Background: an optimization exercise with open tools, aiming at small area, a short achievable clock period and few clock cycles. Do not read the settings as production practice. Where RTL was checked, it was by simulation tests only, not by an equivalence proof against the original. Power and IR drop assume default switching activity.

== JK ==
==> flow/design.v <==
module pgcalc(a, bm, sh, andi, inv, cin, p, g, g0, b15);
  input [15:0] a, bm;
  input [1:0] sh;
  input andi, inv, cin;
  output [15:0] p, g;
  output g0, b15;
  reg [15:0] b;
  always @(*)
    case (sh)
      2'b00: b = bm;
      2'b01: b = {bm[14:0], 1'b0};
      2'b10: b = {1'b0, bm[15:1]};
      default: b = {bm[15], bm[15:1]};
    endcase
  wire [15:0] bi = b ^ {16{inv}};
  assign p = andi ? (a & bi) : (a ^ bi);
  assign g = andi ? 16'd0 : (a & bi);
  assign g0 = g[0] | (p[0] & cin);
  assign b15 = b[15];
endmodule
module cpu(clk,reset,s,load,in,out,N,V,Z,w);
  input clk, reset, s, load;
  input [15:0] in;
  output [15:0] out;
  output N, V, Z, w;
  reg [13:0] ir;
  always @(posedge clk)
    if (load) ir <= {in[14], in[12:0]};
  wire [13:0] e = load ? {in[14], in[12:0]} : ir;
  wire       movg = e[13];           
  wire [1:0] op   = e[12:11];        
  wire       movi = movg &  op[1];   
  wire       cmp  = ~movg & ~op[1] &  op[0];
  wire       andi = ~movg &  op[1] & ~op[0];
  wire       inv  = ~movg &  op[0];            
  wire       usea = ~movg & ~(op[1] & op[0]);  
  wire [2:0] rn = e[10:8];
  wire [1:0] sh = e[4:3];
  wire [2:0] rm = e[2:0];
  wire go = s & ~reset;
  reg pend;
  reg [15:0] r0, r1, r2, r3, r4, r5, r6, r7;
  wire [15:0] sum;
  wire        wmovi = ir[13] & ir[12];
  wire [15:0] wdata = wmovi ? {{8{ir[7]}}, ir[7:0]} : sum;
  wire [2:0]  wnum  = wmovi ? ir[10:8] : ir[7:5];
  wire [7:0]  wsel  = pend ? (8'd1 << wnum) : 8'd0;
  always @(posedge clk) begin
    pend <= go & ~cmp;
    if (wsel[0]) r0 <= wdata;
    if (wsel[1]) r1 <= wdata;
    if (wsel[2]) r2 <= wdata;
    if (wsel[3]) r3 <= wdata;
    if (wsel[4]) r4 <= wdata;
    if (wsel[5]) r5 <= wdata;
    if (wsel[6]) r6 <= wdata;
    if (wsel[7]) r7 <= wdata;
  end
  wire [127:0] rf = {r7, r6, r5, r4, r3, r2, r1, r0};
  wire [7:0] dn = 8'd1 << rn;
  wire [7:0] dm = 8'd1 << rm;
  wire [7:0] sa = {8{usea}} & dn & ~wsel;
  wire [7:0] sb = dm & ~wsel;
  wire fa = usea & |(dn & wsel);
  wire fb = |(dm & wsel);
  wire [15:0] a, bm;
  rdport pa(rf, wdata, sa, fa, a);
  rdport pb(rf, wdata, sb, fb, bm);
  wire [15:0] pn, gn;
  wire g0n, b15;
  pgcalc pg(a, bm, sh, andi, inv, cmp, pn, gn, g0n, b15);
  reg [15:0] p, g;
  reg cin, vpre;
  reg cw, cf;    
  always @(posedge clk)
    if (go && !movi) begin
      p    <= pn;
      g    <= {gn[15:1], g0n};
      cin  <= cmp;
      vpre <= a[15] & b15;
      cw   <= ~cmp;
      cf   <= cmp;
    end
  wire [15:0] cy;    
  adder_carries ac(p, g, cy[15:1]);
  assign cy[0] = cin;
  assign sum = p ^ cy;
  wire [2:0] nvz = {sum[15], vpre & ~sum[15], &p};
  reg [15:0] c;
  reg [2:0]  st;
  always @(posedge clk) begin
    if (cw) c <= sum;
    if (cf) st <= nvz;
  end
  assign out = cw ? sum : c;
  assign {N, V, Z} = cf ? nvz : st;
  assign w = 1'b1;
endmodule
module rdport(rf, fw, sel, fsel, q);
  input [127:0] rf;
  input [15:0] fw;
  input [7:0] sel;
  input fsel;
  output reg [15:0] q;
  integer k;
  always @(*) begin
    q = {16{fsel}} & fw;
    for (k = 0; k < 8; k = k + 1) q = q | ({16{sel[k]}} & rf[k*16 +: 16]);
  end
endmodule
module adder_carries(p, g, cy);
  input [15:0] p, g;
  output [15:1] cy;
  wire [15:0] g1, p1, g2, p2, g3, p3, g4;
  genvar i;
  generate
    for (i = 0; i < 16; i = i + 1) begin : ks
      if (i >= 1) begin : l1
        assign g1[i] = g[i] | (p[i] & g[i-1]);
        assign p1[i] = p[i] & p[i-1];
      end else begin : l1b
        assign g1[i] = g[i];
        assign p1[i] = p[i];
      end
      if (i >= 2) begin : l2
        assign g2[i] = g1[i] | (p1[i] & g1[i-2]);
        assign p2[i] = p1[i] & p1[i-2];
      end else begin : l2b
        assign g2[i] = g1[i];
        assign p2[i] = p1[i];
      end
      if (i >= 4) begin : l3
        assign g3[i] = g2[i] | (p2[i] & g2[i-4]);
        assign p3[i] = p2[i] & p2[i-4];
      end else begin : l3b
        assign g3[i] = g2[i];
        assign p3[i] = p2[i];
      end
      if (i >= 8) begin : l4
        assign g4[i] = g3[i] | (p3[i] & g3[i-8]);
      end else begin : l4b
        assign g4[i] = g3[i];
      end
    end
  endgenerate
  assign cy = g4[14:0];
endmodule
==> flow/config.mk <==
export PLATFORM = sky130hd
export DESIGN_NAME = cpu
export DESIGN_NICKNAME = cpu
export VERILOG_FILES = /design/flow/design.v
export SDC_FILE = /design/flow/constraint.sdc
export NUM_CORES = 4
export LEC_CHECK = 0
export CAP_MARGIN = 20
export CORE_MARGIN = 2
export CORE_UTILIZATION = 40
export SETUP_SLACK_MARGIN = 5
export SLEW_MARGIN = 20
export SYNTH_HIERARCHICAL = 1
export TNS_END_PERCENT = 100
==> flow/constraint.sdc <==
create_clock -name core_clock -period 10.0 [get_ports {clk}]
set_input_delay 2.0000 -clock core_clock [delete_from_list [all_inputs] [get_ports {clk}]]
set_output_delay 2.0000 -clock core_clock [all_outputs]
set_load 0.01 [all_outputs]
run.sh (not shown) runs the stock make flow with config.mk's settings and CLKGATE_MAP_FILE= SYNTH_SCRIPT=/design/flow/synth_recipe.tcl, a recipe that flattens the netlist after the stock synthesis.
Testbench counts of JK, summed over its fixed seeds: cycles 16,000.
Setup changes, JK to MS
- removing SETUP_SLACK_MARGIN (formerly 5)
==> flow/flow/run.sh (new file) <==
#!/bin/bash
set -euo pipefail
bash standard.sh SETUP_SLACK_MARGIN=6.5 finish > orfs_make.log 2>&1
==> flow/standard.sh (new file) <==
#!/bin/bash
# synth_recipe.tcl (not shown) runs the flow's synth.tcl, then flattens the netlist and writes it again
# the make line also repeats each setting of config.mk as NAME=value (left out here)
make -C /OpenROAD-flow-scripts/flow DESIGN_CONFIG=/design/flow/config.mk WORK_HOME=/design/flow/orfs CLKGATE_MAP_FILE= SYNTH_SCRIPT=/design/flow/synth_recipe.tcl "${@:-finish}"
removed: flow/run.sh
--- outcome ---
- For the detailed-route via count, MS came in 342 higher than JK did.
- MS vs. JK: wire length picked up an extra about 7%, global-route wire length before repair picked up an extra about 7%, post-cts repair resize count picked up an extra 143.

* * *

Another version of the RTL of cpu (not shown whole).
Size: ~720 cells after synthesis, ~40 I/O pins, ~9000 µm² of cells after synthesis.
Settings: LEC_CHECK=0, CAP_MARGIN=20, CORE_MARGIN=2, CORE_UTILIZATION=40, CTS_BUF_LIST=sky130_fd_sc_hd__clkbuf_4 sky130_fd_sc_hd__clkbuf_8, CTS_CLUSTER_SIZE=30, SLEW_MARGIN=20, SYNTH_HIERARCHICAL=1, TNS_END_PERCENT=100; clock period 10.0 ns.
standard.sh (not shown) runs the stock make flow with config.mk's settings and CLKGATE_MAP_FILE= SYNTH_SCRIPT=/design/flow/synth_recipe.tcl, a recipe that flattens the netlist after the stock synthesis.
==> flow/flow/run.sh <==
#!/bin/bash
# Layout: the standard ORFS flow (standard.sh: unchanged synthesis,
# floorplan, power grid, placement, CTS and routing), with two settings
# beyond config.mk's list:
#  - the port buffers that global placement inserts are buf_2 cells
#    (buffer_ports otherwise picks a slow delay buffer);
#  - repair_timing aims at MARGIN ns of setup slack.
# The clock, the constraints and the checks are unchanged.
set -euo pipefail
MARGIN=${MARGIN:-5.7}
bash standard.sh "BUFFER_PORTS_ARGS=-buffer_cell sky130_fd_sc_hd__buf_2" \
  "SETUP_SLACK_MARGIN=$MARGIN" finish > orfs_make.log 2>&1
Testbench counts at the start, summed over its fixed seeds: cycles 16,000.
Edit:
==> flow/flow/run.sh (replaced) <==
#!/bin/bash
# Layout: the standard ORFS flow (standard.sh: unchanged synthesis,
# floorplan, power grid, placement, CTS and routing), with two settings
# beyond config.mk's list:
#  - the port buffers that global placement inserts are buf_1 cells
#    (buffer_ports otherwise picks a slow delay buffer);
#  - repair_timing aims at MARGIN ns of setup slack.
# The clock, the constraints and the checks are unchanged.
set -euo pipefail
MARGIN=${MARGIN:-5.5}
bash standard.sh "BUFFER_PORTS_ARGS=-buffer_cell sky130_fd_sc_hd__buf_1" \
  "SETUP_SLACK_MARGIN=$MARGIN" finish > orfs_make.log 2>&1
- CTS_CLUSTER_SIZE: 30 -> 40
Result:
- The new run produced a clean layout
- first-iteration DRC count rose by 0.78%
- final cell count barely changes
- worst setup slack gets worse by 140 ps
- power fell by about 3%
- die area does not change
- final area fell by about 1.6%
- sequential power stays flat
- synthesized cell count does not change
- clock skew barely changes
- core utilization fell by 0.74 points
Edit:
==> flow/flow/run.sh (replaced) <==
#!/bin/bash
# Layout: the standard ORFS flow (standard.sh: unchanged synthesis,
# floorplan, power grid, placement, CTS and routing), with two settings
# beyond config.mk's list:
#  - the port buffers that global placement inserts are buf_2 cells
#    (buffer_ports otherwise picks a slow delay buffer);
#  - repair_timing aims at MARGIN ns of setup slack.
# The clock, the constraints and the checks are unchanged.
set -euo pipefail
MARGIN=${MARGIN:-5}
bash standard.sh "BUFFER_PORTS_ARGS=-buffer_cell sky130_fd_sc_hd__buf_2" \
  "SETUP_SLACK_MARGIN=$MARGIN" "RECOVER_POWER=${RECOVER:-100}" finish > orfs_make.log 2>&1
- CTS_CLUSTER_SIZE: 40 -> 30
What happened: The new run finished with max-capacitance violations, max-slew violations left; maximum frequency goes down by about 25%; global-route usage rises by 0.36 points; die area does not change.
Edit:
--- a/flow/flow/run.sh
+++ b/flow/flow/run.sh
@@ -10,3 +10,3 @@
 MARGIN=${MARGIN:-5}
 bash standard.sh "BUFFER_PORTS_ARGS=-buffer_cell sky130_fd_sc_hd__buf_2" \
-  "SETUP_SLACK_MARGIN=$MARGIN" "RECOVER_POWER=${RECOVER:-100}" finish > orfs_make.log 2>&1
+  "SETUP_SLACK_MARGIN=$MARGIN" finish > orfs_make.log 2>&1
The new run finished clean.
Worst hold slack is worse by 6.5 ps.
Wire length barely changes.
Via count rose by 0.87%.
Design area increases by 1.4%.
Maximum frequency goes up by 24%.

* * *

old:
cpu, a different RTL version from the one above (not shown whole).
Size in the first run: roughly 970 cells after synthesis, roughly 160 flip-flops, roughly 40 I/O pins, ~0.0097 mm^2 of cells after synthesis.
clock: 10.0 ns
lec_check: 0
cap_margin: 20
core_margin: 2
core_utilization: 40
setup_slack_margin: 5
slew_margin: 20
tns_end_percent: 100
run.sh (not shown) runs the stock make flow with config.mk's settings and CLKGATE_MAP_FILE= SYNTH_SCRIPT=/design/flow/synth_recipe.tcl, a recipe that flattens the netlist after the stock synthesis.
Stock flow here: none of the scripts above is used.
Testbench counts of old, summed over its fixed seeds: cycles 16,000.
diff inputs: old => new
Settings: removing TNS_END_PERCENT (formerly 100); removing SETUP_SLACK_MARGIN (formerly 5).
--- outcome ---
- Capture point of the critical path: r7[10] -> old, r6[14] -> new
- new does better than old on total power.
- Clock power (new vs. old) decreases slightly
- Largest net degree at the start of global routing (new vs. old) increases by more than 10%
- Taking old as the reference, in new global-route usage now smaller, via count now smaller, time the final worst path needs with I/O delays and setup now larger.
- In the metrics for old and new, the one carrying the lower utilization of the core after routing is new.

* * *

cpu, a different RTL version from the one above (not shown whole).
Size: ~680 cells after synthesis, about 40 I/O pins, ~0.0089 mm^2 of cells after synthesis.
Design cpu, start of the top module:
module cpu(clk,reset,s,load,in,out,N,V,Z,w);
  input clk, reset, s, load;
  input [15:0] in;
  output [15:0] out;
  output N, V, Z, w;
  reg [13:0] ir;
  wire [13:0] e = load ? {in[14], in[12:0]} : ir;
  always @(posedge clk)
    ir <= e;
  wire       movg = e[13];           
  wire [1:0] op   = e[12:11];        
  wire       movi = movg &  op[1];   
  wire       cmp  = ~movg & ~op[1] &  op[0];
  wire       andi = ~movg &  op[1] & ~op[0];
  wire       inv  = ~movg &  op[0];            
  wire       usea = ~movg & ~(op[1] & op[0]);  
  wire [2:0] rn = e[10:8];
  wire [1:0] sh = e[4:3];
  wire [2:0] rm = e[2:0];
  wire go = s & ~reset;
  reg pend;
  reg [15:0] r0, r1, r2, r3, r4, r5, r6, r7;
  wire [15:0] sum;
  wire        wmovi = ir[13] & ir[12];
  wire [15:0] wdata = wmovi ? {{8{ir[7]}}, ir[7:0]} : sum;
  wire [2:0]  wnum  = wmovi ? ir[10:8] : ir[7:5];
  wire [7:0]  wsel  = pend ? (8'd1 << wnum) : 8'd0;
  always @(posedge clk) begin
    pend <= go & ~cmp;
    if (wsel[0]) r0 <= wdata;
    if (wsel[1]) r1 <= wdata;
    if (wsel[2]) r2 <= wdata;
    if (wsel[3]) r3 <= wdata;
    if (wsel[4]) r4 <= wdata;
    if (wsel[5]) r5 <= wdata;
    if (wsel[6]) r6 <= wdata;
    if (wsel[7]) r7 <= wdata;
  end
  wire [127:0] rf = {r7, r6, r5, r4, r3, r2, r1, r0};
  wire [7:0] dn = 8'd1 << rn;
  wire [7:0] dm = 8'd1 << rm;
  wire [7:0] sa = {8{usea}} & dn & ~wsel;
  wire [7:0] sb = dm & ~wsel;
  wire fa = usea & |(dn & wsel);
  wire fb = |(dm & wsel);
  wire [15:0] a, bm;
  rdport pa(rf, wdata, sa, fa, a);
  rdport pb(rf, wdata, sb, fb, bm);
  wire [15:0] pn, gn;
  wire g0n, b15;
  pgcalc pg(a, bm, sh, andi, inv, cmp, pn, gn, g0n, b15);
  reg [15:0] p, g;
  reg vpre;
  reg cw, cf;
  always @(posedge clk) begin
    p    <= pn;
    g    <= {gn[15:1], g0n};
    vpre <= a[15] & b15;
    cw   <= go & ~cmp & ~movi;
    cf   <= go & cmp;
  end
  wire [15:0] cy;    
  adder_carries ac(p, g, cy[15:1]);
  assign cy[0] = cf;    
  assign sum = p ^ cy;
  wire [2:0] nvz = {sum[15], vpre & ~sum[15], &p};
  reg [15:0] c;
  reg [2:0]  st;
  ...
==> flow/config.mk <==
export PLATFORM = sky130hd
export DESIGN_NAME = cpu
export DESIGN_NICKNAME = cpu
export VERILOG_FILES = /design/flow/design.v
export SDC_FILE = /design/flow/constraint.sdc
export NUM_CORES = 4
export LEC_CHECK = 0
export CAP_MARGIN = 20
export CORE_MARGIN = 2
export CORE_UTILIZATION = 40
export CTS_BUF_LIST = sky130_fd_sc_hd__clkbuf_4 sky130_fd_sc_hd__clkbuf_8
export CTS_CLUSTER_SIZE = 30
export SLEW_MARGIN = 20
export SYNTH_HIERARCHICAL = 1
export TNS_END_PERCENT = 100
==> flow/constraint.sdc <==
create_clock -name core_clock -period 10.0 [get_ports {clk}]
set_input_delay 2.0000 -clock core_clock [delete_from_list [all_inputs] [get_ports {clk}]]
set_output_delay 2.0000 -clock core_clock [all_outputs]
set_load 0.01 [all_outputs]
standard.sh (not shown) runs the stock make flow with config.mk's settings and CLKGATE_MAP_FILE= SYNTH_SCRIPT=/design/flow/synth_recipe.tcl, a recipe that flattens the netlist after the stock synthesis.
==> flow/flow/run.sh <==
#!/bin/bash
# Layout: the standard ORFS flow (standard.sh: unchanged synthesis,
# floorplan, power grid, placement, CTS and routing), with two settings
# beyond config.mk's list:
#  - the port buffers that global placement inserts are buf_2 cells
#    (buffer_ports otherwise picks a slow delay buffer);
#  - repair_timing aims at MARGIN ns of setup slack.
# The clock, the constraints and the checks are unchanged.
set -euo pipefail
MARGIN=${MARGIN:-5.5}
bash standard.sh "BUFFER_PORTS_ARGS=-buffer_cell sky130_fd_sc_hd__buf_2" \
  "SETUP_SLACK_MARGIN=$MARGIN" finish > orfs_make.log 2>&1
==> next run, changes <==
--- a/flow/flow/run.sh
+++ b/flow/flow/run.sh
@@ -10 +10 @@
-MARGIN=${MARGIN:-5.5}
+MARGIN=${MARGIN:-5}
Hold slack gains 0.017 ns.
Cell area decreases by 4.7%.
Worst setup slack loses 0.14 ns.
Flip-flop and latch count stays the same.
Sequential share of layout area increases by 2.4 points.
Global-route usage increases by 0.10 points.
Area after synthesis stays the same.
Wire length hardly moves.
Final cell count decreases by 3.1%.
No functional check of the RTL was part of any run of this note.

separate check: timing with driven ports:
The flow's constraints put no driver on any port. The routed layouts listed below were extracted and timed again, unchanged, in two steps.
Step 1: set_driving_cell puts a clkbuf_16 on clk and a buf_2 on each other input, an assumption about the parent block.
Step 2 moves the port delays by t, midway between the first and last clock arrival at a register: inputs arrive t later, outputs are due t later. That takes back most of the time a late clock gives input paths.
Slacks: no drivers / after step 1 / after step 2; pairs: no drivers / after step 1.
| run | shift t [ns] | setup WS [ns] | latest minus earliest clock arrival (ns) |
|---|---|---|---|
| JK | 0.476 | 5.075 / 5.026 / 4.700 | 0.015 / 0.015 |
| MS | 0.471 | 5.088 / 5.042 / 4.790 | 0.008 / 0.008 |
| the first run of note 2 | 0.504 | 5.649 / 5.515 / 5.011 | 0.019 / 0.020 |
| the second run of note 2 | 0.504 | 5.506 / 5.496 / 4.992 | 0.020 / 0.020 |
| the third run of note 2 | 0.512 | 4.015 / 4.030 / 3.519 | 0.013 / 0.013 |
| the fourth run of note 2 | 0.506 | 5.161 / 5.180 / 4.675 | 0.013 / 0.013 |
| old | 0.481 | 4.430 / 4.395 / 3.914 | 0.012 / 0.012 |
| new | 0.471 | 2.118 / 2.143 / 1.672 | 0.018 / 0.018 |
| the first run of note 4 | 0.506 | 5.255 / 5.214 / 4.996 | 0.014 / 0.014 |
| the second run of note 4 | 0.516 | 5.113 / 5.072 / 4.608 | 0.014 / 0.014 |
The setup slack of the first run of note 2, which loses most, moves by -0.134 ns with the drivers and by -0.638 ns with both steps.
